From an optimization exercise on the open Yosys and OpenROAD flow, aimed at small area, a short achievable clock period and few clock cycles; shortcuts taken in it are not production practice. No functional check of the RTL was part of this run. Power and IR drop assume default switching activity.

File: design/flow/design.v
module magnitude(input logic [16:0] in, output logic [15:0] out);
    assign out = in[16] ? (~in[15:0] + 16'd1) : in[15:0];
endmodule
module mul_tree(
    input  logic [15:0] a,
    input  logic [15:0] b,
    output logic [31:0] ra,
    output logic [31:0] rb
);
    wire pp0_0 = a[0] & b[0];
    wire pp0_1 = a[1] & b[0];
    wire pp0_2 = a[2] & b[0];
    wire pp0_3 = a[3] & b[0];
    wire pp0_4 = a[4] & b[0];
    wire pp0_5 = a[5] & b[0];
    wire pp0_6 = a[6] & b[0];
    wire pp0_7 = a[7] & b[0];
    wire pp0_8 = a[8] & b[0];
    wire pp0_9 = a[9] & b[0];
    wire pp0_10 = a[10] & b[0];
    wire pp0_11 = a[11] & b[0];
    wire pp0_12 = a[12] & b[0];
    wire pp0_13 = a[13] & b[0];
    wire pp0_14 = a[14] & b[0];
    wire pp0_15 = a[15] & b[0];
    wire pp1_0 = a[0] & b[1];
    wire pp1_1 = a[1] & b[1];
    wire pp1_2 = a[2] & b[1];
    wire pp1_3 = a[3] & b[1];
    wire pp1_4 = a[4] & b[1];
    wire pp1_5 = a[5] & b[1];
    wire pp1_6 = a[6] & b[1];
    wire pp1_7 = a[7] & b[1];
    wire pp1_8 = a[8] & b[1];
    wire pp1_9 = a[9] & b[1];
    wire pp1_10 = a[10] & b[1];
    wire pp1_11 = a[11] & b[1];
    wire pp1_12 = a[12] & b[1];
    wire pp1_13 = a[13] & b[1];
    wire pp1_14 = a[14] & b[1];
    wire pp1_15 = a[15] & b[1];
    wire pp2_0 = a[0] & b[2];
    wire pp2_1 = a[1] & b[2];
    wire pp2_2 = a[2] & b[2];
    wire pp2_3 = a[3] & b[2];
    wire pp2_4 = a[4] & b[2];
    wire pp2_5 = a[5] & b[2];
    wire pp2_6 = a[6] & b[2];
    wire pp2_7 = a[7] & b[2];
    wire pp2_8 = a[8] & b[2];
    wire pp2_9 = a[9] & b[2];
    wire pp2_10 = a[10] & b[2];
    wire pp2_11 = a[11] & b[2];
    wire pp2_12 = a[12] & b[2];
    wire pp2_13 = a[13] & b[2];
    wire pp2_14 = a[14] & b[2];
    wire pp2_15 = a[15] & b[2];
    wire pp3_0 = a[0] & b[3];
    wire pp3_1 = a[1] & b[3];
    wire pp3_2 = a[2] & b[3];
    wire pp3_3 = a[3] & b[3];
    wire pp3_4 = a[4] & b[3];
    wire pp3_5 = a[5] & b[3];
    wire pp3_6 = a[6] & b[3];
    wire pp3_7 = a[7] & b[3];
    wire pp3_8 = a[8] & b[3];
    wire pp3_9 = a[9] & b[3];
    wire pp3_10 = a[10] & b[3];
    wire pp3_11 = a[11] & b[3];
    wire pp3_12 = a[12] & b[3];
    wire pp3_13 = a[13] & b[3];
    wire pp3_14 = a[14] & b[3];
    wire pp3_15 = a[15] & b[3];
    wire pp4_0 = a[0] & b[4];
    wire pp4_1 = a[1] & b[4];
    wire pp4_2 = a[2] & b[4];
    wire pp4_3 = a[3] & b[4];
    wire pp4_4 = a[4] & b[4];
    wire pp4_5 = a[5] & b[4];
    wire pp4_6 = a[6] & b[4];
    wire pp4_7 = a[7] & b[4];
    wire pp4_8 = a[8] & b[4];
    wire pp4_9 = a[9] & b[4];
    wire pp4_10 = a[10] & b[4];
    wire pp4_11 = a[11] & b[4];
    wire pp4_12 = a[12] & b[4];
    wire pp4_13 = a[13] & b[4];
    wire pp4_14 = a[14] & b[4];
    wire pp4_15 = a[15] & b[4];
    wire pp5_0 = a[0] & b[5];
    wire pp5_1 = a[1] & b[5];
    wire pp5_2 = a[2] & b[5];
    wire pp5_3 = a[3] & b[5];
    wire pp5_4 = a[4] & b[5];
    wire pp5_5 = a[5] & b[5];
    wire pp5_6 = a[6] & b[5];
    wire pp5_7 = a[7] & b[5];
    wire pp5_8 = a[8] & b[5];
    wire pp5_9 = a[9] & b[5];
    wire pp5_10 = a[10] & b[5];
    wire pp5_11 = a[11] & b[5];
    wire pp5_12 = a[12] & b[5];
    wire pp5_13 = a[13] & b[5];
    wire pp5_14 = a[14] & b[5];
    wire pp5_15 = a[15] & b[5];
    wire pp6_0 = a[0] & b[6];
    wire pp6_1 = a[1] & b[6];
    wire pp6_2 = a[2] & b[6];
    wire pp6_3 = a[3] & b[6];
    wire pp6_4 = a[4] & b[6];
    wire pp6_5 = a[5] & b[6];
    wire pp6_6 = a[6] & b[6];
    wire pp6_7 = a[7] & b[6];
    wire pp6_8 = a[8] & b[6];
    wire pp6_9 = a[9] & b[6];
    wire pp6_10 = a[10] & b[6];
    wire pp6_11 = a[11] & b[6];
    wire pp6_12 = a[12] & b[6];
    wire pp6_13 = a[13] & b[6];
    wire pp6_14 = a[14] & b[6];
    wire pp6_15 = a[15] & b[6];
    wire pp7_0 = a[0] & b[7];
    wire pp7_1 = a[1] & b[7];
    wire pp7_2 = a[2] & b[7];
    wire pp7_3 = a[3] & b[7];
    wire pp7_4 = a[4] & b[7];
    wire pp7_5 = a[5] & b[7];
    wire pp7_6 = a[6] & b[7];
    wire pp7_7 = a[7] & b[7];
    wire pp7_8 = a[8] & b[7];
    wire pp7_9 = a[9] & b[7];
    wire pp7_10 = a[10] & b[7];
    wire pp7_11 = a[11] & b[7];
    wire pp7_12 = a[12] & b[7];
    wire pp7_13 = a[13] & b[7];
    wire pp7_14 = a[14] & b[7];
    wire pp7_15 = a[15] & b[7];
    wire pp8_0 = a[0] & b[8];
    wire pp8_1 = a[1] & b[8];
    wire pp8_2 = a[2] & b[8];
    wire pp8_3 = a[3] & b[8];
    wire pp8_4 = a[4] & b[8];
    wire pp8_5 = a[5] & b[8];
    wire pp8_6 = a[6] & b[8];
    wire pp8_7 = a[7] & b[8];
    wire pp8_8 = a[8] & b[8];
    wire pp8_9 = a[9] & b[8];
    wire pp8_10 = a[10] & b[8];
    wire pp8_11 = a[11] & b[8];
    wire pp8_12 = a[12] & b[8];
    wire pp8_13 = a[13] & b[8];
    wire pp8_14 = a[14] & b[8];
    wire pp8_15 = a[15] & b[8];
    wire pp9_0 = a[0] & b[9];
    wire pp9_1 = a[1] & b[9];
    wire pp9_2 = a[2] & b[9];
    wire pp9_3 = a[3] & b[9];
    wire pp9_4 = a[4] & b[9];
    wire pp9_5 = a[5] & b[9];
    wire pp9_6 = a[6] & b[9];
    wire pp9_7 = a[7] & b[9];
    wire pp9_8 = a[8] & b[9];
    wire pp9_9 = a[9] & b[9];
    wire pp9_10 = a[10] & b[9];
    wire pp9_11 = a[11] & b[9];
    wire pp9_12 = a[12] & b[9];
    wire pp9_13 = a[13] & b[9];
    wire pp9_14 = a[14] & b[9];
    wire pp9_15 = a[15] & b[9];
    wire pp10_0 = a[0] & b[10];
    wire pp10_1 = a[1] & b[10];
    wire pp10_2 = a[2] & b[10];
    wire pp10_3 = a[3] & b[10];
    wire pp10_4 = a[4] & b[10];
    wire pp10_5 = a[5] & b[10];
    wire pp10_6 = a[6] & b[10];
    wire pp10_7 = a[7] & b[10];
    wire pp10_8 = a[8] & b[10];
    wire pp10_9 = a[9] & b[10];
    wire pp10_10 = a[10] & b[10];
    wire pp10_11 = a[11] & b[10];
    wire pp10_12 = a[12] & b[10];
    wire pp10_13 = a[13] & b[10];
    wire pp10_14 = a[14] & b[10];
    wire pp10_15 = a[15] & b[10];
    wire pp11_0 = a[0] & b[11];
    wire pp11_1 = a[1] & b[11];
    wire pp11_2 = a[2] & b[11];
    wire pp11_3 = a[3] & b[11];
    wire pp11_4 = a[4] & b[11];
    wire pp11_5 = a[5] & b[11];
    wire pp11_6 = a[6] & b[11];
    wire pp11_7 = a[7] & b[11];
    wire pp11_8 = a[8] & b[11];
    wire pp11_9 = a[9] & b[11];
    wire pp11_10 = a[10] & b[11];
    wire pp11_11 = a[11] & b[11];
    wire pp11_12 = a[12] & b[11];
    wire pp11_13 = a[13] & b[11];
    wire pp11_14 = a[14] & b[11];
    wire pp11_15 = a[15] & b[11];
    wire pp12_0 = a[0] & b[12];
    wire pp12_1 = a[1] & b[12];
    wire pp12_2 = a[2] & b[12];
    wire pp12_3 = a[3] & b[12];
    wire pp12_4 = a[4] & b[12];
    wire pp12_5 = a[5] & b[12];
    wire pp12_6 = a[6] & b[12];
    wire pp12_7 = a[7] & b[12];
    wire pp12_8 = a[8] & b[12];
    wire pp12_9 = a[9] & b[12];
    wire pp12_10 = a[10] & b[12];
    wire pp12_11 = a[11] & b[12];
    wire pp12_12 = a[12] & b[12];
    wire pp12_13 = a[13] & b[12];
    wire pp12_14 = a[14] & b[12];
    wire pp12_15 = a[15] & b[12];
    wire pp13_0 = a[0] & b[13];
    wire pp13_1 = a[1] & b[13];
    wire pp13_2 = a[2] & b[13];
    wire pp13_3 = a[3] & b[13];
    wire pp13_4 = a[4] & b[13];
    wire pp13_5 = a[5] & b[13];
    wire pp13_6 = a[6] & b[13];
    wire pp13_7 = a[7] & b[13];
    wire pp13_8 = a[8] & b[13];
    wire pp13_9 = a[9] & b[13];
    wire pp13_10 = a[10] & b[13];
    wire pp13_11 = a[11] & b[13];
    wire pp13_12 = a[12] & b[13];
    wire pp13_13 = a[13] & b[13];
    wire pp13_14 = a[14] & b[13];
    wire pp13_15 = a[15] & b[13];
    wire pp14_0 = a[0] & b[14];
    wire pp14_1 = a[1] & b[14];
    wire pp14_2 = a[2] & b[14];
    wire pp14_3 = a[3] & b[14];
    wire pp14_4 = a[4] & b[14];
    wire pp14_5 = a[5] & b[14];
    wire pp14_6 = a[6] & b[14];
    wire pp14_7 = a[7] & b[14];
    wire pp14_8 = a[8] & b[14];
    wire pp14_9 = a[9] & b[14];
    wire pp14_10 = a[10] & b[14];
    wire pp14_11 = a[11] & b[14];
    wire pp14_12 = a[12] & b[14];
    wire pp14_13 = a[13] & b[14];
    wire pp14_14 = a[14] & b[14];
    wire pp14_15 = a[15] & b[14];
    wire pp15_0 = a[0] & b[15];
    wire pp15_1 = a[1] & b[15];
    wire pp15_2 = a[2] & b[15];
    wire pp15_3 = a[3] & b[15];
    wire pp15_4 = a[4] & b[15];
    wire pp15_5 = a[5] & b[15];
    wire pp15_6 = a[6] & b[15];
    wire pp15_7 = a[7] & b[15];
    wire pp15_8 = a[8] & b[15];
    wire pp15_9 = a[9] & b[15];
    wire pp15_10 = a[10] & b[15];
    wire pp15_11 = a[11] & b[15];
    wire pp15_12 = a[12] & b[15];
    wire pp15_13 = a[13] & b[15];
    wire pp15_14 = a[14] & b[15];
    wire pp15_15 = a[15] & b[15];
    wire hs0 = pp0_13 ^ pp1_12;
    wire hc0 = pp0_13 & pp1_12;
    wire fs1 = pp0_14 ^ pp1_13 ^ pp2_12;
    wire fc1 = (pp0_14 & pp1_13) | (pp0_14 & pp2_12) | (pp1_13 & pp2_12);
    wire hs2 = pp3_11 ^ pp4_10;
    wire hc2 = pp3_11 & pp4_10;
    wire fs3 = pp0_15 ^ pp1_14 ^ pp2_13;
    wire fc3 = (pp0_15 & pp1_14) | (pp0_15 & pp2_13) | (pp1_14 & pp2_13);
    wire fs4 = pp3_12 ^ pp4_11 ^ pp5_10;
    wire fc4 = (pp3_12 & pp4_11) | (pp3_12 & pp5_10) | (pp4_11 & pp5_10);
    wire hs5 = pp6_9 ^ pp7_8;
    wire hc5 = pp6_9 & pp7_8;
    wire fs6 = pp1_15 ^ pp2_14 ^ pp3_13;
    wire fc6 = (pp1_15 & pp2_14) | (pp1_15 & pp3_13) | (pp2_14 & pp3_13);
    wire fs7 = pp4_12 ^ pp5_11 ^ pp6_10;
    wire fc7 = (pp4_12 & pp5_11) | (pp4_12 & pp6_10) | (pp5_11 & pp6_10);
    wire hs8 = pp7_9 ^ pp8_8;
    wire hc8 = pp7_9 & pp8_8;
    wire fs9 = pp2_15 ^ pp3_14 ^ pp4_13;
    wire fc9 = (pp2_15 & pp3_14) | (pp2_15 & pp4_13) | (pp3_14 & pp4_13);
    wire fs10 = pp5_12 ^ pp6_11 ^ pp7_10;
    wire fc10 = (pp5_12 & pp6_11) | (pp5_12 & pp7_10) | (pp6_11 & pp7_10);
    wire fs11 = pp3_15 ^ pp4_14 ^ pp5_13;
    wire fc11 = (pp3_15 & pp4_14) | (pp3_15 & pp5_13) | (pp4_14 & pp5_13);
    wire hs12 = pp0_9 ^ pp1_8;
    wire hc12 = pp0_9 & pp1_8;
    wire fs13 = pp0_10 ^ pp1_9 ^ pp2_8;
    wire fc13 = (pp0_10 & pp1_9) | (pp0_10 & pp2_8) | (pp1_9 & pp2_8);
    wire hs14 = pp3_7 ^ pp4_6;
    wire hc14 = pp3_7 & pp4_6;
    wire fs15 = pp0_11 ^ pp1_10 ^ pp2_9;
    wire fc15 = (pp0_11 & pp1_10) | (pp0_11 & pp2_9) | (pp1_10 & pp2_9);
    wire fs16 = pp3_8 ^ pp4_7 ^ pp5_6;
    wire fc16 = (pp3_8 & pp4_7) | (pp3_8 & pp5_6) | (pp4_7 & pp5_6);
    wire hs17 = pp6_5 ^ pp7_4;
    wire hc17 = pp6_5 & pp7_4;
    wire fs18 = pp0_12 ^ pp1_11 ^ pp2_10;
    wire fc18 = (pp0_12 & pp1_11) | (pp0_12 & pp2_10) | (pp1_11 & pp2_10);
    wire fs19 = pp3_9 ^ pp4_8 ^ pp5_7;
    wire fc19 = (pp3_9 & pp4_8) | (pp3_9 & pp5_7) | (pp4_8 & pp5_7);
    wire fs20 = pp6_6 ^ pp7_5 ^ pp8_4;
    wire fc20 = (pp6_6 & pp7_5) | (pp6_6 & pp8_4) | (pp7_5 & pp8_4);
    wire hs21 = pp9_3 ^ pp10_2;
    wire hc21 = pp9_3 & pp10_2;
    wire fs22 = pp2_11 ^ pp3_10 ^ pp4_9;
    wire fc22 = (pp2_11 & pp3_10) | (pp2_11 & pp4_9) | (pp3_10 & pp4_9);
    wire fs23 = pp5_8 ^ pp6_7 ^ pp7_6;
    wire fc23 = (pp5_8 & pp6_7) | (pp5_8 & pp7_6) | (pp6_7 & pp7_6);
    wire fs24 = pp8_5 ^ pp9_4 ^ pp10_3;
    wire fc24 = (pp8_5 & pp9_4) | (pp8_5 & pp10_3) | (pp9_4 & pp10_3);
    wire fs25 = pp11_2 ^ pp12_1 ^ pp13_0;
    wire fc25 = (pp11_2 & pp12_1) | (pp11_2 & pp13_0) | (pp12_1 & pp13_0);
    wire fs26 = pp5_9 ^ pp6_8 ^ pp7_7;
    wire fc26 = (pp5_9 & pp6_8) | (pp5_9 & pp7_7) | (pp6_8 & pp7_7);
    wire fs27 = pp8_6 ^ pp9_5 ^ pp10_4;
    wire fc27 = (pp8_6 & pp9_5) | (pp8_6 & pp10_4) | (pp9_5 & pp10_4);
    wire fs28 = pp11_3 ^ pp12_2 ^ pp13_1;
    wire fc28 = (pp11_3 & pp12_2) | (pp11_3 & pp13_1) | (pp12_2 & pp13_1);
    wire fs29 = pp14_0 ^ fs1 ^ hs2;
    wire fc29 = (pp14_0 & fs1) | (pp14_0 & hs2) | (fs1 & hs2);
    wire fs30 = pp8_7 ^ pp9_6 ^ pp10_5;
    wire fc30 = (pp8_7 & pp9_6) | (pp8_7 & pp10_5) | (pp9_6 & pp10_5);
    wire fs31 = pp11_4 ^ pp12_3 ^ pp13_2;
    wire fc31 = (pp11_4 & pp12_3) | (pp11_4 & pp13_2) | (pp12_3 & pp13_2);
    wire fs32 = pp14_1 ^ pp15_0 ^ fs3;
    wire fc32 = (pp14_1 & pp15_0) | (pp14_1 & fs3) | (pp15_0 & fs3);
    wire fs33 = fs4 ^ hs5 ^ fc1;
    wire fc33 = (fs4 & hs5) | (fs4 & fc1) | (hs5 & fc1);
    wire fs34 = pp9_7 ^ pp10_6 ^ pp11_5;
    wire fc34 = (pp9_7 & pp10_6) | (pp9_7 & pp11_5) | (pp10_6 & pp11_5);
    wire fs35 = pp12_4 ^ pp13_3 ^ pp14_2;
    wire fc35 = (pp12_4 & pp13_3) | (pp12_4 & pp14_2) | (pp13_3 & pp14_2);
    wire fs36 = pp15_1 ^ fs6 ^ fs7;
    wire fc36 = (pp15_1 & fs6) | (pp15_1 & fs7) | (fs6 & fs7);
    wire fs37 = hs8 ^ fc3 ^ fc4;
    wire fc37 = (hs8 & fc3) | (hs8 & fc4) | (fc3 & fc4);
    wire fs38 = pp8_9 ^ pp9_8 ^ pp10_7;
    wire fc38 = (pp8_9 & pp9_8) | (pp8_9 & pp10_7) | (pp9_8 & pp10_7);
    wire fs39 = pp11_6 ^ pp12_5 ^ pp13_4;
    wire fc39 = (pp11_6 & pp12_5) | (pp11_6 & pp13_4) | (pp12_5 & pp13_4);
    wire fs40 = pp14_3 ^ pp15_2 ^ fs9;
    wire fc40 = (pp14_3 & pp15_2) | (pp14_3 & fs9) | (pp15_2 & fs9);
    wire fs41 = fs10 ^ fc6 ^ fc7;
    wire fc41 = (fs10 & fc6) | (fs10 & fc7) | (fc6 & fc7);
    wire fs42 = pp6_12 ^ pp7_11 ^ pp8_10;
    wire fc42 = (pp6_12 & pp7_11) | (pp6_12 & pp8_10) | (pp7_11 & pp8_10);
    wire fs43 = pp9_9 ^ pp10_8 ^ pp11_7;
    wire fc43 = (pp9_9 & pp10_8) | (pp9_9 & pp11_7) | (pp10_8 & pp11_7);
    wire fs44 = pp12_6 ^ pp13_5 ^ pp14_4;
    wire fc44 = (pp12_6 & pp13_5) | (pp12_6 & pp14_4) | (pp13_5 & pp14_4);
    wire fs45 = pp15_3 ^ fs11 ^ fc9;
    wire fc45 = (pp15_3 & fs11) | (pp15_3 & fc9) | (fs11 & fc9);
    wire fs46 = pp4_15 ^ pp5_14 ^ pp6_13;
    wire fc46 = (pp4_15 & pp5_14) | (pp4_15 & pp6_13) | (pp5_14 & pp6_13);
    wire fs47 = pp7_12 ^ pp8_11 ^ pp9_10;
    wire fc47 = (pp7_12 & pp8_11) | (pp7_12 & pp9_10) | (pp8_11 & pp9_10);
    wire fs48 = pp10_9 ^ pp11_8 ^ pp12_7;
    wire fc48 = (pp10_9 & pp11_8) | (pp10_9 & pp12_7) | (pp11_8 & pp12_7);
    wire fs49 = pp13_6 ^ pp14_5 ^ pp15_4;
    wire fc49 = (pp13_6 & pp14_5) | (pp13_6 & pp15_4) | (pp14_5 & pp15_4);
    wire fs50 = pp5_15 ^ pp6_14 ^ pp7_13;
    wire fc50 = (pp5_15 & pp6_14) | (pp5_15 & pp7_13) | (pp6_14 & pp7_13);
    wire fs51 = pp8_12 ^ pp9_11 ^ pp10_10;
    wire fc51 = (pp8_12 & pp9_11) | (pp8_12 & pp10_10) | (pp9_11 & pp10_10);
    wire fs52 = pp11_9 ^ pp12_8 ^ pp13_7;
    wire fc52 = (pp11_9 & pp12_8) | (pp11_9 & pp13_7) | (pp12_8 & pp13_7);
    wire fs53 = pp6_15 ^ pp7_14 ^ pp8_13;
    wire fc53 = (pp6_15 & pp7_14) | (pp6_15 & pp8_13) | (pp7_14 & pp8_13);
    wire fs54 = pp9_12 ^ pp10_11 ^ pp11_10;
    wire fc54 = (pp9_12 & pp10_11) | (pp9_12 & pp11_10) | (pp10_11 & pp11_10);
    wire fs55 = pp7_15 ^ pp8_14 ^ pp9_13;
    wire fc55 = (pp7_15 & pp8_14) | (pp7_15 & pp9_13) | (pp8_14 & pp9_13);
    wire hs56 = pp0_6 ^ pp1_5;
    wire hc56 = pp0_6 & pp1_5;
    wire fs57 = pp0_7 ^ pp1_6 ^ pp2_5;
    wire fc57 = (pp0_7 & pp1_6) | (pp0_7 & pp2_5) | (pp1_6 & pp2_5);
    wire hs58 = pp3_4 ^ pp4_3;
    wire hc58 = pp3_4 & pp4_3;
    wire fs59 = pp0_8 ^ pp1_7 ^ pp2_6;
    wire fc59 = (pp0_8 & pp1_7) | (pp0_8 & pp2_6) | (pp1_7 & pp2_6);
    wire fs60 = pp3_5 ^ pp4_4 ^ pp5_3;
    wire fc60 = (pp3_5 & pp4_4) | (pp3_5 & pp5_3) | (pp4_4 & pp5_3);
    wire hs61 = pp6_2 ^ pp7_1;
    wire hc61 = pp6_2 & pp7_1;
    wire fs62 = pp2_7 ^ pp3_6 ^ pp4_5;
    wire fc62 = (pp2_7 & pp3_6) | (pp2_7 & pp4_5) | (pp3_6 & pp4_5);
    wire fs63 = pp5_4 ^ pp6_3 ^ pp7_2;
    wire fc63 = (pp5_4 & pp6_3) | (pp5_4 & pp7_2) | (pp6_3 & pp7_2);
    wire fs64 = pp8_1 ^ pp9_0 ^ hs12;
    wire fc64 = (pp8_1 & pp9_0) | (pp8_1 & hs12) | (pp9_0 & hs12);
    wire fs65 = pp5_5 ^ pp6_4 ^ pp7_3;
    wire fc65 = (pp5_5 & pp6_4) | (pp5_5 & pp7_3) | (pp6_4 & pp7_3);
    wire fs66 = pp8_2 ^ pp9_1 ^ pp10_0;
    wire fc66 = (pp8_2 & pp9_1) | (pp8_2 & pp10_0) | (pp9_1 & pp10_0);
    wire fs67 = fs13 ^ hs14 ^ hc12;
    wire fc67 = (fs13 & hs14) | (fs13 & hc12) | (hs14 & hc12);
    wire fs68 = pp8_3 ^ pp9_2 ^ pp10_1;
    wire fc68 = (pp8_3 & pp9_2) | (pp8_3 & pp10_1) | (pp9_2 & pp10_1);
    wire fs69 = pp11_0 ^ fs15 ^ fs16;
    wire fc69 = (pp11_0 & fs15) | (pp11_0 & fs16) | (fs15 & fs16);
    wire fs70 = hs17 ^ fc13 ^ hc14;
    wire fc70 = (hs17 & fc13) | (hs17 & hc14) | (fc13 & hc14);
    wire fs71 = pp11_1 ^ pp12_0 ^ fs18;
    wire fc71 = (pp11_1 & pp12_0) | (pp11_1 & fs18) | (pp12_0 & fs18);
    wire fs72 = fs19 ^ fs20 ^ hs21;
    wire fc72 = (fs19 & fs20) | (fs19 & hs21) | (fs20 & hs21);
    wire fs73 = fc15 ^ fc16 ^ hc17;
    wire fc73 = (fc15 & fc16) | (fc15 & hc17) | (fc16 & hc17);
    wire fs74 = hs0 ^ fs22 ^ fs23;
    wire fc74 = (hs0 & fs22) | (hs0 & fs23) | (fs22 & fs23);
    wire fs75 = fs24 ^ fs25 ^ fc18;
    wire fc75 = (fs24 & fs25) | (fs24 & fc18) | (fs25 & fc18);
    wire fs76 = fc19 ^ fc20 ^ hc21;
    wire fc76 = (fc19 & fc20) | (fc19 & hc21) | (fc20 & hc21);
    wire fs77 = hc0 ^ fs26 ^ fs27;
    wire fc77 = (hc0 & fs26) | (hc0 & fs27) | (fs26 & fs27);
    wire fs78 = fs28 ^ fs29 ^ fc22;
    wire fc78 = (fs28 & fs29) | (fs28 & fc22) | (fs29 & fc22);
    wire fs79 = fc23 ^ fc24 ^ fc25;
    wire fc79 = (fc23 & fc24) | (fc23 & fc25) | (fc24 & fc25);
    wire fs80 = hc2 ^ fs30 ^ fs31;
    wire fc80 = (hc2 & fs30) | (hc2 & fs31) | (fs30 & fs31);
    wire fs81 = fs32 ^ fs33 ^ fc26;
    wire fc81 = (fs32 & fs33) | (fs32 & fc26) | (fs33 & fc26);
    wire fs82 = fc27 ^ fc28 ^ fc29;
    wire fc82 = (fc27 & fc28) | (fc27 & fc29) | (fc28 & fc29);
    wire fs83 = hc5 ^ fs34 ^ fs35;
    wire fc83 = (hc5 & fs34) | (hc5 & fs35) | (fs34 & fs35);
    wire fs84 = fs36 ^ fs37 ^ fc30;
    wire fc84 = (fs36 & fs37) | (fs36 & fc30) | (fs37 & fc30);
    wire fs85 = fc31 ^ fc32 ^ fc33;
    wire fc85 = (fc31 & fc32) | (fc31 & fc33) | (fc32 & fc33);
    wire fs86 = hc8 ^ fs38 ^ fs39;
    wire fc86 = (hc8 & fs38) | (hc8 & fs39) | (fs38 & fs39);
    wire fs87 = fs40 ^ fs41 ^ fc34;
    wire fc87 = (fs40 & fs41) | (fs40 & fc34) | (fs41 & fc34);
    wire fs88 = fc35 ^ fc36 ^ fc37;
    wire fc88 = (fc35 & fc36) | (fc35 & fc37) | (fc36 & fc37);
    wire fs89 = fc10 ^ fs42 ^ fs43;
    wire fc89 = (fc10 & fs42) | (fc10 & fs43) | (fs42 & fs43);
    wire fs90 = fs44 ^ fs45 ^ fc38;
    wire fc90 = (fs44 & fs45) | (fs44 & fc38) | (fs45 & fc38);
    wire fs91 = fc39 ^ fc40 ^ fc41;
    wire fc91 = (fc39 & fc40) | (fc39 & fc41) | (fc40 & fc41);
    wire fs92 = fc11 ^ fs46 ^ fs47;
    wire fc92 = (fc11 & fs46) | (fc11 & fs47) | (fs46 & fs47);
    wire fs93 = fs48 ^ fs49 ^ fc42;
    wire fc93 = (fs48 & fs49) | (fs48 & fc42) | (fs49 & fc42);
    wire fs94 = fc43 ^ fc44 ^ fc45;
    wire fc94 = (fc43 & fc44) | (fc43 & fc45) | (fc44 & fc45);
    wire fs95 = pp14_6 ^ pp15_5 ^ fs50;
    wire fc95 = (pp14_6 & pp15_5) | (pp14_6 & fs50) | (pp15_5 & fs50);
    wire fs96 = fs51 ^ fs52 ^ fc46;
    wire fc96 = (fs51 & fs52) | (fs51 & fc46) | (fs52 & fc46);
    wire fs97 = fc47 ^ fc48 ^ fc49;
    wire fc97 = (fc47 & fc48) | (fc47 & fc49) | (fc48 & fc49);
    wire fs98 = pp12_9 ^ pp13_8 ^ pp14_7;
    wire fc98 = (pp12_9 & pp13_8) | (pp12_9 & pp14_7) | (pp13_8 & pp14_7);
    wire fs99 = pp15_6 ^ fs53 ^ fs54;
    wire fc99 = (pp15_6 & fs53) | (pp15_6 & fs54) | (fs53 & fs54);
    wire fs100 = fc50 ^ fc51 ^ fc52;
    wire fc100 = (fc50 & fc51) | (fc50 & fc52) | (fc51 & fc52);
    wire fs101 = pp10_12 ^ pp11_11 ^ pp12_10;
    wire fc101 = (pp10_12 & pp11_11) | (pp10_12 & pp12_10) | (pp11_11 & pp12_10);
    wire fs102 = pp13_9 ^ pp14_8 ^ pp15_7;
    wire fc102 = (pp13_9 & pp14_8) | (pp13_9 & pp15_7) | (pp14_8 & pp15_7);
    wire fs103 = fs55 ^ fc53 ^ fc54;
    wire fc103 = (fs55 & fc53) | (fs55 & fc54) | (fc53 & fc54);
    wire fs104 = pp8_15 ^ pp9_14 ^ pp10_13;
    wire fc104 = (pp8_15 & pp9_14) | (pp8_15 & pp10_13) | (pp9_14 & pp10_13);
    wire fs105 = pp11_12 ^ pp12_11 ^ pp13_10;
    wire fc105 = (pp11_12 & pp12_11) | (pp11_12 & pp13_10) | (pp12_11 & pp13_10);
    wire fs106 = pp14_9 ^ pp15_8 ^ fc55;
    wire fc106 = (pp14_9 & pp15_8) | (pp14_9 & fc55) | (pp15_8 & fc55);
    wire fs107 = pp9_15 ^ pp10_14 ^ pp11_13;
    wire fc107 = (pp9_15 & pp10_14) | (pp9_15 & pp11_13) | (pp10_14 & pp11_13);
    wire fs108 = pp12_12 ^ pp13_11 ^ pp14_10;
    wire fc108 = (pp12_12 & pp13_11) | (pp12_12 & pp14_10) | (pp13_11 & pp14_10);
    wire fs109 = pp10_15 ^ pp11_14 ^ pp12_13;
    wire fc109 = (pp10_15 & pp11_14) | (pp10_15 & pp12_13) | (pp11_14 & pp12_13);
    wire hs110 = pp0_4 ^ pp1_3;
    wire hc110 = pp0_4 & pp1_3;
    wire fs111 = pp0_5 ^ pp1_4 ^ pp2_3;
    wire fc111 = (pp0_5 & pp1_4) | (pp0_5 & pp2_3) | (pp1_4 & pp2_3);
    wire hs112 = pp3_2 ^ pp4_1;
    wire hc112 = pp3_2 & pp4_1;
    wire fs113 = pp2_4 ^ pp3_3 ^ pp4_2;
    wire fc113 = (pp2_4 & pp3_3) | (pp2_4 & pp4_2) | (pp3_3 & pp4_2);
    wire fs114 = pp5_1 ^ pp6_0 ^ hs56;
    wire fc114 = (pp5_1 & pp6_0) | (pp5_1 & hs56) | (pp6_0 & hs56);
    wire fs115 = pp5_2 ^ pp6_1 ^ pp7_0;
    wire fc115 = (pp5_2 & pp6_1) | (pp5_2 & pp7_0) | (pp6_1 & pp7_0);
    wire fs116 = fs57 ^ hs58 ^ hc56;
    wire fc116 = (fs57 & hs58) | (fs57 & hc56) | (hs58 & hc56);
    wire fs117 = pp8_0 ^ fs59 ^ fs60;
    wire fc117 = (pp8_0 & fs59) | (pp8_0 & fs60) | (fs59 & fs60);
    wire fs118 = hs61 ^ fc57 ^ hc58;
    wire fc118 = (hs61 & fc57) | (hs61 & hc58) | (fc57 & hc58);
    wire fs119 = fs62 ^ fs63 ^ fs64;
    wire fc119 = (fs62 & fs63) | (fs62 & fs64) | (fs63 & fs64);
    wire fs120 = fc59 ^ fc60 ^ hc61;
    wire fc120 = (fc59 & fc60) | (fc59 & hc61) | (fc60 & hc61);
    wire fs121 = fs65 ^ fs66 ^ fs67;
    wire fc121 = (fs65 & fs66) | (fs65 & fs67) | (fs66 & fs67);
    wire fs122 = fc62 ^ fc63 ^ fc64;
    wire fc122 = (fc62 & fc63) | (fc62 & fc64) | (fc63 & fc64);
    wire fs123 = fs68 ^ fs69 ^ fs70;
    wire fc123 = (fs68 & fs69) | (fs68 & fs70) | (fs69 & fs70);
    wire fs124 = fc65 ^ fc66 ^ fc67;
    wire fc124 = (fc65 & fc66) | (fc65 & fc67) | (fc66 & fc67);
    wire fs125 = fs71 ^ fs72 ^ fs73;
    wire fc125 = (fs71 & fs72) | (fs71 & fs73) | (fs72 & fs73);
    wire fs126 = fc68 ^ fc69 ^ fc70;
    wire fc126 = (fc68 & fc69) | (fc68 & fc70) | (fc69 & fc70);
    wire fs127 = fs74 ^ fs75 ^ fs76;
    wire fc127 = (fs74 & fs75) | (fs74 & fs76) | (fs75 & fs76);
    wire fs128 = fc71 ^ fc72 ^ fc73;
    wire fc128 = (fc71 & fc72) | (fc71 & fc73) | (fc72 & fc73);
    wire fs129 = fs77 ^ fs78 ^ fs79;
    wire fc129 = (fs77 & fs78) | (fs77 & fs79) | (fs78 & fs79);
    wire fs130 = fc74 ^ fc75 ^ fc76;
    wire fc130 = (fc74 & fc75) | (fc74 & fc76) | (fc75 & fc76);
    wire fs131 = fs80 ^ fs81 ^ fs82;
    wire fc131 = (fs80 & fs81) | (fs80 & fs82) | (fs81 & fs82);
    wire fs132 = fc77 ^ fc78 ^ fc79;
    wire fc132 = (fc77 & fc78) | (fc77 & fc79) | (fc78 & fc79);
    wire fs133 = fs83 ^ fs84 ^ fs85;
    wire fc133 = (fs83 & fs84) | (fs83 & fs85) | (fs84 & fs85);
    wire fs134 = fc80 ^ fc81 ^ fc82;
    wire fc134 = (fc80 & fc81) | (fc80 & fc82) | (fc81 & fc82);
    wire fs135 = fs86 ^ fs87 ^ fs88;
    wire fc135 = (fs86 & fs87) | (fs86 & fs88) | (fs87 & fs88);
    wire fs136 = fc83 ^ fc84 ^ fc85;
    wire fc136 = (fc83 & fc84) | (fc83 & fc85) | (fc84 & fc85);
    wire fs137 = fs89 ^ fs90 ^ fs91;
    wire fc137 = (fs89 & fs90) | (fs89 & fs91) | (fs90 & fs91);
    wire fs138 = fc86 ^ fc87 ^ fc88;
    wire fc138 = (fc86 & fc87) | (fc86 & fc88) | (fc87 & fc88);
    wire fs139 = fs92 ^ fs93 ^ fs94;
    wire fc139 = (fs92 & fs93) | (fs92 & fs94) | (fs93 & fs94);
    wire fs140 = fc89 ^ fc90 ^ fc91;
    wire fc140 = (fc89 & fc90) | (fc89 & fc91) | (fc90 & fc91);
    wire fs141 = fs95 ^ fs96 ^ fs97;
    wire fc141 = (fs95 & fs96) | (fs95 & fs97) | (fs96 & fs97);
    wire fs142 = fc92 ^ fc93 ^ fc94;
    wire fc142 = (fc92 & fc93) | (fc92 & fc94) | (fc93 & fc94);
    wire fs143 = fs98 ^ fs99 ^ fs100;
    wire fc143 = (fs98 & fs99) | (fs98 & fs100) | (fs99 & fs100);
    wire fs144 = fc95 ^ fc96 ^ fc97;
    wire fc144 = (fc95 & fc96) | (fc95 & fc97) | (fc96 & fc97);
    wire fs145 = fs101 ^ fs102 ^ fs103;
    wire fc145 = (fs101 & fs102) | (fs101 & fs103) | (fs102 & fs103);
    wire fs146 = fc98 ^ fc99 ^ fc100;
    wire fc146 = (fc98 & fc99) | (fc98 & fc100) | (fc99 & fc100);
    wire fs147 = fs104 ^ fs105 ^ fs106;
    wire fc147 = (fs104 & fs105) | (fs104 & fs106) | (fs105 & fs106);
    wire fs148 = fc101 ^ fc102 ^ fc103;
    wire fc148 = (fc101 & fc102) | (fc101 & fc103) | (fc102 & fc103);
    wire fs149 = pp15_9 ^ fs107 ^ fs108;
    wire fc149 = (pp15_9 & fs107) | (pp15_9 & fs108) | (fs107 & fs108);
    wire fs150 = fc104 ^ fc105 ^ fc106;
    wire fc150 = (fc104 & fc105) | (fc104 & fc106) | (fc105 & fc106);
    wire fs151 = pp13_12 ^ pp14_11 ^ pp15_10;
    wire fc151 = (pp13_12 & pp14_11) | (pp13_12 & pp15_10) | (pp14_11 & pp15_10);
    wire fs152 = fs109 ^ fc107 ^ fc108;
    wire fc152 = (fs109 & fc107) | (fs109 & fc108) | (fc107 & fc108);
    wire fs153 = pp11_15 ^ pp12_14 ^ pp13_13;
    wire fc153 = (pp11_15 & pp12_14) | (pp11_15 & pp13_13) | (pp12_14 & pp13_13);
    wire fs154 = pp14_12 ^ pp15_11 ^ fc109;
    wire fc154 = (pp14_12 & pp15_11) | (pp14_12 & fc109) | (pp15_11 & fc109);
    wire fs155 = pp12_15 ^ pp13_14 ^ pp14_13;
    wire fc155 = (pp12_15 & pp13_14) | (pp12_15 & pp14_13) | (pp13_14 & pp14_13);
    wire hs156 = pp0_3 ^ pp1_2;
    wire hc156 = pp0_3 & pp1_2;
    wire fs157 = pp2_2 ^ pp3_1 ^ pp4_0;
    wire fc157 = (pp2_2 & pp3_1) | (pp2_2 & pp4_0) | (pp3_1 & pp4_0);
    wire fs158 = pp5_0 ^ fs111 ^ hs112;
    wire fc158 = (pp5_0 & fs111) | (pp5_0 & hs112) | (fs111 & hs112);
    wire fs159 = fs113 ^ fs114 ^ fc111;
    wire fc159 = (fs113 & fs114) | (fs113 & fc111) | (fs114 & fc111);
    wire fs160 = fs115 ^ fs116 ^ fc113;
    wire fc160 = (fs115 & fs116) | (fs115 & fc113) | (fs116 & fc113);
    wire fs161 = fs117 ^ fs118 ^ fc115;
    wire fc161 = (fs117 & fs118) | (fs117 & fc115) | (fs118 & fc115);
    wire fs162 = fs119 ^ fs120 ^ fc117;
    wire fc162 = (fs119 & fs120) | (fs119 & fc117) | (fs120 & fc117);
    wire fs163 = fs121 ^ fs122 ^ fc119;
    wire fc163 = (fs121 & fs122) | (fs121 & fc119) | (fs122 & fc119);
    wire fs164 = fs123 ^ fs124 ^ fc121;
    wire fc164 = (fs123 & fs124) | (fs123 & fc121) | (fs124 & fc121);
    wire fs165 = fs125 ^ fs126 ^ fc123;
    wire fc165 = (fs125 & fs126) | (fs125 & fc123) | (fs126 & fc123);
    wire fs166 = fs127 ^ fs128 ^ fc125;
    wire fc166 = (fs127 & fs128) | (fs127 & fc125) | (fs128 & fc125);
    wire fs167 = fs129 ^ fs130 ^ fc127;
    wire fc167 = (fs129 & fs130) | (fs129 & fc127) | (fs130 & fc127);
    wire fs168 = fs131 ^ fs132 ^ fc129;
    wire fc168 = (fs131 & fs132) | (fs131 & fc129) | (fs132 & fc129);
    wire fs169 = fs133 ^ fs134 ^ fc131;
    wire fc169 = (fs133 & fs134) | (fs133 & fc131) | (fs134 & fc131);
    wire fs170 = fs135 ^ fs136 ^ fc133;
    wire fc170 = (fs135 & fs136) | (fs135 & fc133) | (fs136 & fc133);
    wire fs171 = fs137 ^ fs138 ^ fc135;
    wire fc171 = (fs137 & fs138) | (fs137 & fc135) | (fs138 & fc135);
    wire fs172 = fs139 ^ fs140 ^ fc137;
    wire fc172 = (fs139 & fs140) | (fs139 & fc137) | (fs140 & fc137);
    wire fs173 = fs141 ^ fs142 ^ fc139;
    wire fc173 = (fs141 & fs142) | (fs141 & fc139) | (fs142 & fc139);
    wire fs174 = fs143 ^ fs144 ^ fc141;
    wire fc174 = (fs143 & fs144) | (fs143 & fc141) | (fs144 & fc141);
    wire fs175 = fs145 ^ fs146 ^ fc143;
    wire fc175 = (fs145 & fs146) | (fs145 & fc143) | (fs146 & fc143);
    wire fs176 = fs147 ^ fs148 ^ fc145;
    wire fc176 = (fs147 & fs148) | (fs147 & fc145) | (fs148 & fc145);
    wire fs177 = fs149 ^ fs150 ^ fc147;
    wire fc177 = (fs149 & fs150) | (fs149 & fc147) | (fs150 & fc147);
    wire fs178 = fs151 ^ fs152 ^ fc149;
    wire fc178 = (fs151 & fs152) | (fs151 & fc149) | (fs152 & fc149);
    wire fs179 = fs153 ^ fs154 ^ fc151;
    wire fc179 = (fs153 & fs154) | (fs153 & fc151) | (fs154 & fc151);
    wire fs180 = pp15_12 ^ fs155 ^ fc153;
    wire fc180 = (pp15_12 & fs155) | (pp15_12 & fc153) | (fs155 & fc153);
    wire fs181 = pp13_15 ^ pp14_14 ^ pp15_13;
    wire fc181 = (pp13_15 & pp14_14) | (pp13_15 & pp15_13) | (pp14_14 & pp15_13);
    wire hs182 = pp0_2 ^ pp1_1;
    wire hc182 = pp0_2 & pp1_1;
    wire fs183 = pp2_1 ^ pp3_0 ^ hs156;
    wire fc183 = (pp2_1 & pp3_0) | (pp2_1 & hs156) | (pp3_0 & hs156);
    wire fs184 = hs110 ^ fs157 ^ hc156;
    wire fc184 = (hs110 & fs157) | (hs110 & hc156) | (fs157 & hc156);
    wire fs185 = hc110 ^ fs158 ^ fc157;
    wire fc185 = (hc110 & fs158) | (hc110 & fc157) | (fs158 & fc157);
    wire fs186 = hc112 ^ fs159 ^ fc158;
    wire fc186 = (hc112 & fs159) | (hc112 & fc158) | (fs159 & fc158);
    wire fs187 = fc114 ^ fs160 ^ fc159;
    wire fc187 = (fc114 & fs160) | (fc114 & fc159) | (fs160 & fc159);
    wire fs188 = fc116 ^ fs161 ^ fc160;
    wire fc188 = (fc116 & fs161) | (fc116 & fc160) | (fs161 & fc160);
    wire fs189 = fc118 ^ fs162 ^ fc161;
    wire fc189 = (fc118 & fs162) | (fc118 & fc161) | (fs162 & fc161);
    wire fs190 = fc120 ^ fs163 ^ fc162;
    wire fc190 = (fc120 & fs163) | (fc120 & fc162) | (fs163 & fc162);
    wire fs191 = fc122 ^ fs164 ^ fc163;
    wire fc191 = (fc122 & fs164) | (fc122 & fc163) | (fs164 & fc163);
    wire fs192 = fc124 ^ fs165 ^ fc164;
    wire fc192 = (fc124 & fs165) | (fc124 & fc164) | (fs165 & fc164);
    wire fs193 = fc126 ^ fs166 ^ fc165;
    wire fc193 = (fc126 & fs166) | (fc126 & fc165) | (fs166 & fc165);
    wire fs194 = fc128 ^ fs167 ^ fc166;
    wire fc194 = (fc128 & fs167) | (fc128 & fc166) | (fs167 & fc166);
    wire fs195 = fc130 ^ fs168 ^ fc167;
    wire fc195 = (fc130 & fs168) | (fc130 & fc167) | (fs168 & fc167);
    wire fs196 = fc132 ^ fs169 ^ fc168;
    wire fc196 = (fc132 & fs169) | (fc132 & fc168) | (fs169 & fc168);
    wire fs197 = fc134 ^ fs170 ^ fc169;
    wire fc197 = (fc134 & fs170) | (fc134 & fc169) | (fs170 & fc169);
    wire fs198 = fc136 ^ fs171 ^ fc170;
    wire fc198 = (fc136 & fs171) | (fc136 & fc170) | (fs171 & fc170);
    wire fs199 = fc138 ^ fs172 ^ fc171;
    wire fc199 = (fc138 & fs172) | (fc138 & fc171) | (fs172 & fc171);
    wire fs200 = fc140 ^ fs173 ^ fc172;
    wire fc200 = (fc140 & fs173) | (fc140 & fc172) | (fs173 & fc172);
    wire fs201 = fc142 ^ fs174 ^ fc173;
    wire fc201 = (fc142 & fs174) | (fc142 & fc173) | (fs174 & fc173);
    wire fs202 = fc144 ^ fs175 ^ fc174;
    wire fc202 = (fc144 & fs175) | (fc144 & fc174) | (fs175 & fc174);
    wire fs203 = fc146 ^ fs176 ^ fc175;
    wire fc203 = (fc146 & fs176) | (fc146 & fc175) | (fs176 & fc175);
    wire fs204 = fc148 ^ fs177 ^ fc176;
    wire fc204 = (fc148 & fs177) | (fc148 & fc176) | (fs177 & fc176);
    wire fs205 = fc150 ^ fs178 ^ fc177;
    wire fc205 = (fc150 & fs178) | (fc150 & fc177) | (fs178 & fc177);
    wire fs206 = fc152 ^ fs179 ^ fc178;
    wire fc206 = (fc152 & fs179) | (fc152 & fc178) | (fs179 & fc178);
    wire fs207 = fc154 ^ fs180 ^ fc179;
    wire fc207 = (fc154 & fs180) | (fc154 & fc179) | (fs180 & fc179);
    wire fs208 = fc155 ^ fs181 ^ fc180;
    wire fc208 = (fc155 & fs181) | (fc155 & fc180) | (fs181 & fc180);
    wire fs209 = pp14_15 ^ pp15_14 ^ fc181;
    wire fc209 = (pp14_15 & pp15_14) | (pp14_15 & fc181) | (pp15_14 & fc181);
    assign ra = {1'b0, pp15_15, fs209, fs208, fs207, fs206, fs205, fs204, fs203, fs202, fs201, fs200, fs199, fs198, fs197, fs196, fs195, fs194, fs193, fs192, fs191, fs190, fs189, fs188, fs187, fs186, fs185, fs184, fs183, pp2_0, pp0_1, pp0_0};
    assign rb = {1'b0, fc209, fc208, fc207, fc206, fc205, fc204, fc203, fc202, fc201, fc200, fc199, fc198, fc197, fc196, fc195, fc194, fc193, fc192, fc191, fc190, fc189, fc188, fc187, fc186, fc185, fc184, fc183, hc182, hs182, pp1_0, 1'b0};
endmodule
module fir_filter(
    input  logic        clk,
    input  logic        n_rst,
    input  logic        start_sample,    
    input  logic        start_load,      
    input  logic [15:0] new_sample,      
    input  logic [63:0] coeff_regs,      
    output logic        busy,
    output logic        err,
    output logic [16:0] r_q              
);
    logic [15:0] x0, x1, x2;             
    logic [15:0] f0, f1, f2, f3;         
    logic [16:0] q1, q2, q3;             
    logic [3:0]  s1;                     
    logic [3:0]  s2;                     
    logic        ld;                     
    logic [15:0] ma, mb;
    logic [31:0] ra, rb;                 
    logic [31:0] pa, pb;                 
    assign x0 = new_sample;
    always_comb begin
        ma = s1[2] ? x1 : (s1[3] ? x2 : x0);
        mb = ({16{s1[0]}} & f0) | ({16{s1[1]}} & f1) | ({16{s1[2]}} & f2) | ({16{s1[3]}} & f3);
    end
    mul_tree tree(.a(ma), .b(mb), .ra(ra), .rb(rb));
    always_ff @(posedge clk) begin
        pa <= ra;
        pb <= rb;
    end
    logic [15:0] lo;
    logic        c15;
    logic [16:0] ph;
    assign {c15, lo[14:0]} = {1'b0, pa[14:0]} + {1'b0, pb[14:0]};
    assign lo[15] = 1'b0;
    assign ph = pa[31:15] + pb[31:15] + {16'd0, c15};
    logic [18:0] ea, eb, nq1, eq2, nq3;
    logic [18:0] s1a, c1a, s2a, c2a, s3a, c3a;
    logic [18:0] t2, t3, t4;
    always_comb begin
        ea  = {2'b00, pa[31:15]};
        eb  = {2'b00, pb[31:15]};
        nq1 = ~{3'b000, q1[15:0]};
        eq2 = {3'b000, q2[15:0]};
        nq3 = ~{3'b000, q3[15:0]};
        s1a = ea ^ eb ^ nq1;
        c1a = {((ea & eb) | (ea & nq1) | (eb & nq1)), c15};
        t2  = s1a + c1a + 19'd1;
        s2a = s1a ^ c1a ^ eq2;
        c2a = {((s1a & c1a) | (s1a & eq2) | (c1a & eq2)), 1'b1};
        t3  = s2a + c2a;
        s3a = s2a ^ c2a ^ nq3;
        c3a = {((s2a & c2a) | (s2a & nq3) | (c2a & nq3)), 1'b1};
        t4  = s3a + c3a;
    end
    logic        ovf3, ovf4, e_next;
    logic [16:0] r;
    always_comb begin
        ovf3 = ~t3[18] & t3[16];
        ovf4 = t4[18] & ~t4[16];
        e_next = 1'b1;
        if (ph[16])       r = 17'd0;
        else if (q1[16])  r = {1'b0, ph[15:0]};
        else if (q2[16])  r = t2[16:0];
        else if (ovf3)    r = t3[16:0];
        else if (q3[16])  r = t3[16:0];
        else begin
            r = t4[16:0];
            e_next = ovf4;
        end
    end
    wire acc = s2[0];
    always_ff @(posedge clk, negedge n_rst) begin
        if (!n_rst) begin
            x1 <= '0; x2 <= '0;
            f0 <= '0; f1 <= '0; f2 <= '0; f3 <= '0;
            q1 <= '0; q2 <= '0; q3 <= '0;
            s1 <= '0; s2 <= '0; ld <= 1'b0;
            busy <= 1'b0; err <= 1'b0; r_q <= '0;
        end else begin
            if (start_sample) begin
                x1 <= x0;
                x2 <= x1;
            end
            if (start_load) begin
                f0 <= coeff_regs[15:0];
                f1 <= coeff_regs[31:16];
                f2 <= coeff_regs[47:32];
                f3 <= coeff_regs[63:48];
            end
            if (s2[1]) q1 <= ph;
            if (s2[2]) q2 <= ph;
            if (s2[3]) q3 <= ph;
            if (acc) begin
                r_q <= r;
                err <= e_next;
            end else if (start_load) begin
                err <= 1'b0;
            end
            if (start_sample)    s1 <= 4'b0001;
            else if (start_load) s1 <= 4'b0010;
            else                 s1 <= {s1[2:0], 1'b0};
            s2 <= s1;
            if (start_sample)    ld <= 1'b0;
            else if (start_load) ld <= 1'b1;
            busy <= start_sample | start_load | (~ld & s1[0]) | (ld & (s1[1] | s1[2] | s1[3]));
        end
    end
endmodule
module ahb_lite_fir_filter(
    input logic clk,
    input logic n_rst,
    input logic hsel,
    input logic [3:0] haddr,
    input logic hsize,
    input logic [1:0] htrans,
    input logic hwrite,
    input logic [15:0] hwdata,
    output logic [15:0] hrdata,
    output logic hresp
);
    logic        wr_q;           
    logic [3:0]  a_q;
    logic        sz_q;
    logic [13:4][7:0] regs;      
    logic [7:1]  reg14;          
    logic        busy, err;
    logic [15:0] fir_out;
    logic [16:0] r_q;
    logic [13:4] be;
    assign hresp = hsel & ((hwrite & ((haddr <= 4'd3) | (haddr == 4'd15)))
                         | (~hwrite & (haddr == 4'd15)));
    always_comb begin
        for (int i = 4; i <= 13; i++)
            be[i] = wr_q & (a_q[3:1] == i[3:1]) & (sz_q | (a_q[0] == i[0]));
    end
    wire be14 = wr_q & (a_q == 4'd14);
    wire start_sample = be[4] | be[5];
    wire start_load = be14 & hwdata[0];
    always_ff @(posedge clk, negedge n_rst) begin
        if (!n_rst) begin
            wr_q <= 1'b0;
            a_q <= '0;
            sz_q <= 1'b0;
            for (int i = 4; i <= 13; i++) regs[i] <= '0;
            reg14 <= '0;
        end else begin
            wr_q <= hsel & (htrans != 2'b00) & hwrite & ~hresp;
            a_q <= haddr;
            sz_q <= hsize;
            for (int i = 4; i <= 13; i++)
                if (be[i]) regs[i] <= i[0] ? hwdata[15:8] : hwdata[7:0];
            if (be14) reg14 <= hwdata[0] ? 7'd0 : hwdata[7:1];
        end
    end
    magnitude mag_u(.in(r_q), .out(fir_out));
    logic [7:0] rb [0:15];
    always_comb begin
        rb[0] = {7'd0, busy};
        rb[1] = {7'd0, err};
        rb[2] = fir_out[7:0];
        rb[3] = fir_out[15:8];
        for (int i = 4; i <= 13; i++) rb[i] = regs[i];
        rb[14] = {reg14, 1'b0};
        rb[15] = 8'd0;
        hrdata[15:8] = (a_q == 4'd14 || (!sz_q && !a_q[0])) ? 8'd0 : rb[{a_q[3:1], 1'b1}];
        hrdata[7:0]  = (!sz_q && a_q[0]) ? 8'd0 : rb[{a_q[3:1], 1'b0}];
    end
    fir_filter filt(
        .clk(clk), .n_rst(n_rst),
        .start_sample(start_sample), .start_load(start_load),
        .new_sample({regs[5], regs[4]}),
        .coeff_regs({regs[13], regs[12], regs[11], regs[10], regs[9], regs[8], regs[7], regs[6]}),
        .busy(busy), .err(err), .r_q(r_q)
    );
endmodule
File: design/flow/run.sh
#!/bin/bash
# synth_recipe.tcl (not shown) runs the flow's synth.tcl, then flattens the netlist and writes it again
# the make line also repeats each setting of config.mk as NAME=value (left out here)
make -C /OpenROAD-flow-scripts/flow DESIGN_CONFIG=/design/flow/config.mk WORK_HOME=/design/flow/orfs CLKGATE_MAP_FILE= SYNTH_SCRIPT=/design/flow/synth_recipe.tcl finish
File: design/flow/config.mk
export PLATFORM = sky130hd
export DESIGN_NAME = ahb_lite_fir_filter
export DESIGN_NICKNAME = ahb_lite_fir_filter
export VERILOG_FILES = /design/flow/design.v
export SDC_FILE = /design/flow/constraint.sdc
export NUM_CORES = 4
export LEC_CHECK = 0
export CAP_MARGIN = 20
export CORE_MARGIN = 2
export CORE_UTILIZATION = 40
export SETUP_SLACK_MARGIN = 5
export SLEW_MARGIN = 20
export TNS_END_PERCENT = 100
File: design/flow/constraint.sdc
create_clock -name core_clock -period 10.0 [get_ports {clk}]
set_input_delay 2.0000 -clock core_clock [delete_from_list [all_inputs] [get_ports {clk}]]
set_output_delay 2.0000 -clock core_clock [all_outputs]
set_load 0.01 [all_outputs]
==> out/results.tsv <==
metric	value	unit
gr usage total	21.2	%
Initial Util	40.4	%
unique cell type count in the Yosys netlist	70	
Num CTS Buffers	40	
Hold Vio Cnt, Final	0	
first-pass GRT wire length	102000	um
Final period util	51.0	%
largest net degree at the start of global routing	163	
synthesis-stage register bit count	328	
IO Port Bufs	43	
antenna-violating nets left	0	
Crit Path Class	reg -> reg	
CTS tree	built	
Clock Pin Slew Worst Setup and Hold Paths	60	ps
vias in the first global route	18587	
worst reg-to-reg path cell count	24	
Placed Area	0.0253	sq mm
ys flop type	dfrtp_1	
Seq. cell area	0.00792	sq mm
FILL cells	5436	
Synth async-reset ratio	81.7	%
Setup crit end kind	flop	
Crit Path Max Fanout	3	
final setup skew	40.0	ps
layout cells sized above 1	20.3	%
initial antenna violation count	1	
Detailed Place HPWL	45800	um
hold wc startpoint	reg14[7]	
RSZ-0062 raised after global routing	true	
Power Total	4.78	mW
sequential share of the synthesized area	33.1	%
Peak supply drop	125	uV
buffer type at the clock tree root	clkbuf_16	
Critical Path RT	10460	ps
Post-synth EDFFs	0	
end of the worst hold path	reg14[7]	
post-synth top area share	28.1	%
WL/cell	19.7	um
Routed WL	63900	um
area of the core	0.0590	sq mm
clock latency on the worst-skew pair	600	ps
DR iter-0 viols	1153	
Synth area leaders	dfrtp_1 (28%), fa_1 (21%), mux2_2 (9.1%), inv_1 (5.3%), dfxtp_1 (5.0%)	
Final Cell Area	0.0276	sq mm
fmax	196	MHz
H-Tree Level Count	2	
number of top-level pins	44	
Via-to-Cell Ratio	5.40	
Mapped Area	0.0239	sq mm
Setup WS pre-CTS	4200	ps
Hold WC Path Type	reg -> reg	
Setup crit start kind	flop	
Slew @ Worst Pin	1140	ps
Pre-antenna DRT Iters	6	
Die W	248	um
RePlAce Congestion	0.887	
area of the multi-input gates	0.0150	sq mm
final worst path period need	5100	ps
WHS Path Cells	2	
syn avg cell area	10.1	sq um
fin nets	2805	
final setup TNS	0	ps
setup violators final	0	
gr ovfl total	0	
RR Endpoint	filt.r_q[14]	
reg2reg start	filt.pa[2]	
Area growth, synth to finish	15.5	%
DIE AREA	0.0616	sq mm
Clock Sinks	328	
worst path arrival time	5550	ps
Slew HR	23.8	%
max_cap viols	0	
Cells after Synth	2375	
r2r setup slk	4900	ps
cell accounting for the most synthesized area	dfrtp_1	
clock buffer depth	3	
outcome	no timing/DRC/antenna violations	
Ys Warns	3	
vias	17485	
final worst slack	4900	ps
Pwr Density	173	mW/mm^2
Slew Limit Fails	0	
die height	248	um
syn nets	2745	
DRC	0	
row count	89	
leakage dissipation	12.7	nW
# hold bufs at CTS	0	
cell usage after synthesis, types with 6 or more instances:
cell      instances
nand2_1         181
dfrtp_1         268
clkbuf_1         81
mux2_2          193
a22oi_1          14
nand3_1          13
buf_1            12
and3_1            7
nor2_1          310
xnor2_1          42
o21ai_0          57
fa_1            248
o31ai_1           9
a21o_1           17
o21a_1           21
mux2i_1          33
o211ai_1         12
dfxtp_1          60
nor3_1           18
nand2b_1         18
nand3b_1          7
a211oi_1         11
or3_1            11
a31oi_1           6
nor2b_1          14
ha_1             95
or2_2            48
a21oi_1          92
xor2_1           18
a22o_1           18
nand4_1           8
a221oi_1         27
inv_1           334
worst max-delay path: stages (launching register included):
cell,delay [ps]
dfxtp_2,330
ha_4,260
a31o_4,120
a21o_1,110
a21o_1,110
a21o_1,120
a21oi_2,50
o211ai_1,290
a21oi_2,100
o21ai_2,210
a21oi_4,100
fa_2,370
buf_6,130
fa_2,580
fa_2,220
nor2b_2,50
o31a_1,350
o31ai_4,250
a31oi_2,140
o211ai_1,330
buf_4,180
a21boi_2,60
or3_1,320
nand4_1,110
a22oi_1,80
cell families (layout without fill, tap and decap cells):
logic type | after synthesis | after routing | synth area share (%)
DFF | 328 | 328 | 33.1
muxes | 229 | 229 | 10.8
xor gates and xnor gates | 60 | 60 | 2.20
and+or+nand+nor | 651 | 651 | 11.9
AOI/OAI and AO/OA | 330 | 330 | 9.39
other | 0 | 1 | 0
adders and majority gates | 343 | 343 | 25.8
buffers and inverters | 434 | 525 | 6.88
power breakdown:
| part | internal (mW) | leakage, nW | switching (mW) | total [mW] |
|---|---|---|---|---|
| sequential | 1.48 | 4.01 | 0.192 | 1.67 |
| combinational | 0.763 | 8.07 | 0.921 | 1.68 |
| clock | 0.816 | 0.617 | 0.605 | 1.42 |
state kept, by name (all words and copies together) (netlist names), 7 cells and up:
| signal | count |
|---|---|
| reg14 | 7 |
| filt.pa | 30 |
| filt.f2 | 16 |
| filt.pb | 30 |
| filt.x1 | 16 |
| filt.f0 | 16 |
| filt.r_q | 17 |
| filt.x2 | 16 |
| filt.f3 | 16 |
| filt.f1 | 16 |
| filt.q2 | 17 |
| filt.q3 | 17 |
| regs | 80 |
| filt.q1 | 17 |
timing repair:
action / 4_1_cts / 5_1_grt
gates resized for setup: 93 / 76
buffers inserted: 23 / 9
gates cloned: 2 / 1
hold endpoints to repair: 0 / 0
setup endpoints to repair: 57 / 52
pin swaps: 28 / 43
layer usage:
layer	routed length, um	vias to the layer above	track usage (%)
met4	1640	0	6.44
met1	28500	9016	29.0
li1	-	7872	-
met5	0	-	0
met2	30600	497	35.1
met3	3180	100	2.80
stage by stage:
step / std cells / utilization [%] / hold WS, ps
after floorplan: 2375 / - / 352
after global placement: 3129 / 42.9 / 453
after detailed placement: 3131 / 42.9 / 457
after CTS: 3229 / 46.1 / 470
after global routing: 3239 / 46.7 / 497
final: 3240 / 46.7 / 467
cells in the final DEF, fill, tap and decap left out, types with 12 or more instances in the layout:
cell type / netlist / layout
fa_1: 248 / 244
inv_1: 334 / 331
nor2_1: 310 / 305
a221oi_2: 1 / 18
mux2_2: 193 / 193
o211ai_1: 12 / 12
xnor2_1: 42 / 32
buf_6: 1 / 14
clkbuf_16: 0 / 41
nand2b_1: 18 / 17
a22o_1: 18 / 18
nand2_1: 181 / 175
a22oi_1: 14 / 14
dfrtp_1: 268 / 261
mux2i_1: 33 / 32
clkdlybuf4s50_1: 0 / 30
nand3_1: 13 / 13
dfxtp_1: 60 / 58
o21a_1: 21 / 20
a21oi_1: 92 / 76
clkbuf_1: 81 / 15
or2_2: 48 / 48
buf_4: 0 / 52
o21ai_0: 57 / 46
nor3_1: 18 / 16
ha_1: 95 / 91
a21o_1: 17 / 17
xor2_1: 18 / 17
how the worst max path moves through the flow:
stage	startpoint	end	slack (ps)	cells after the start
final	filt.pa[2]	filt.r_q[14]	4900	24
after global routing	filt.pa[2]	filt.err	4650	23
after CTS	filt.r_q[2]	hrdata[13]	4830	9
after detailed placement	filt.pb[2]	filt.r_q[2]	4200	23
after global placement	filt.pb[2]	filt.r_q[2]	4270	23
after floorplan	filt.s1[3]	filt.pa[16]	5010	15
area by class of cell:
type,instances,share of cell area [%]
multi-input combinational,1613,54.5
sequential,328,28.7
inverter,336,4.57
clock buffer,60,4.08
timing repair buffer,116,4.03
tap,773,3.51
clock inverter,13,0.567
antenna,1,0.00908

## what the ideal ports hide
The results above use ideal ports. As a check the final layout listed here was re-extracted and re-timed, cells and wires unchanged. Step 1, drivers: a clkbuf_16 drives clk and a buf_2 each remaining input, both assumed. Step 2 adds t to the input delays and takes it off the output delays; t is the mean of the earliest and latest rising clock arrival at the registers after step 1. Input paths then give back, and output paths get back, about the clock's delay inside the block. Slacks: ideal ports / drivers / drivers and shift; pairs: ideal ports / drivers.
t, ns: 0.635
slack for setup (ns): 4.904 / 4.904 / 4.904
hold slack, ns: 0.467 / 0.467 / 0.467
clock arrival spread, ns: 0.040 / 0.040
After both steps this run still meets setup and hold. For this run, drivers alone change the setup slack by 0.000 ns; drivers and shift together by 0.000 ns.
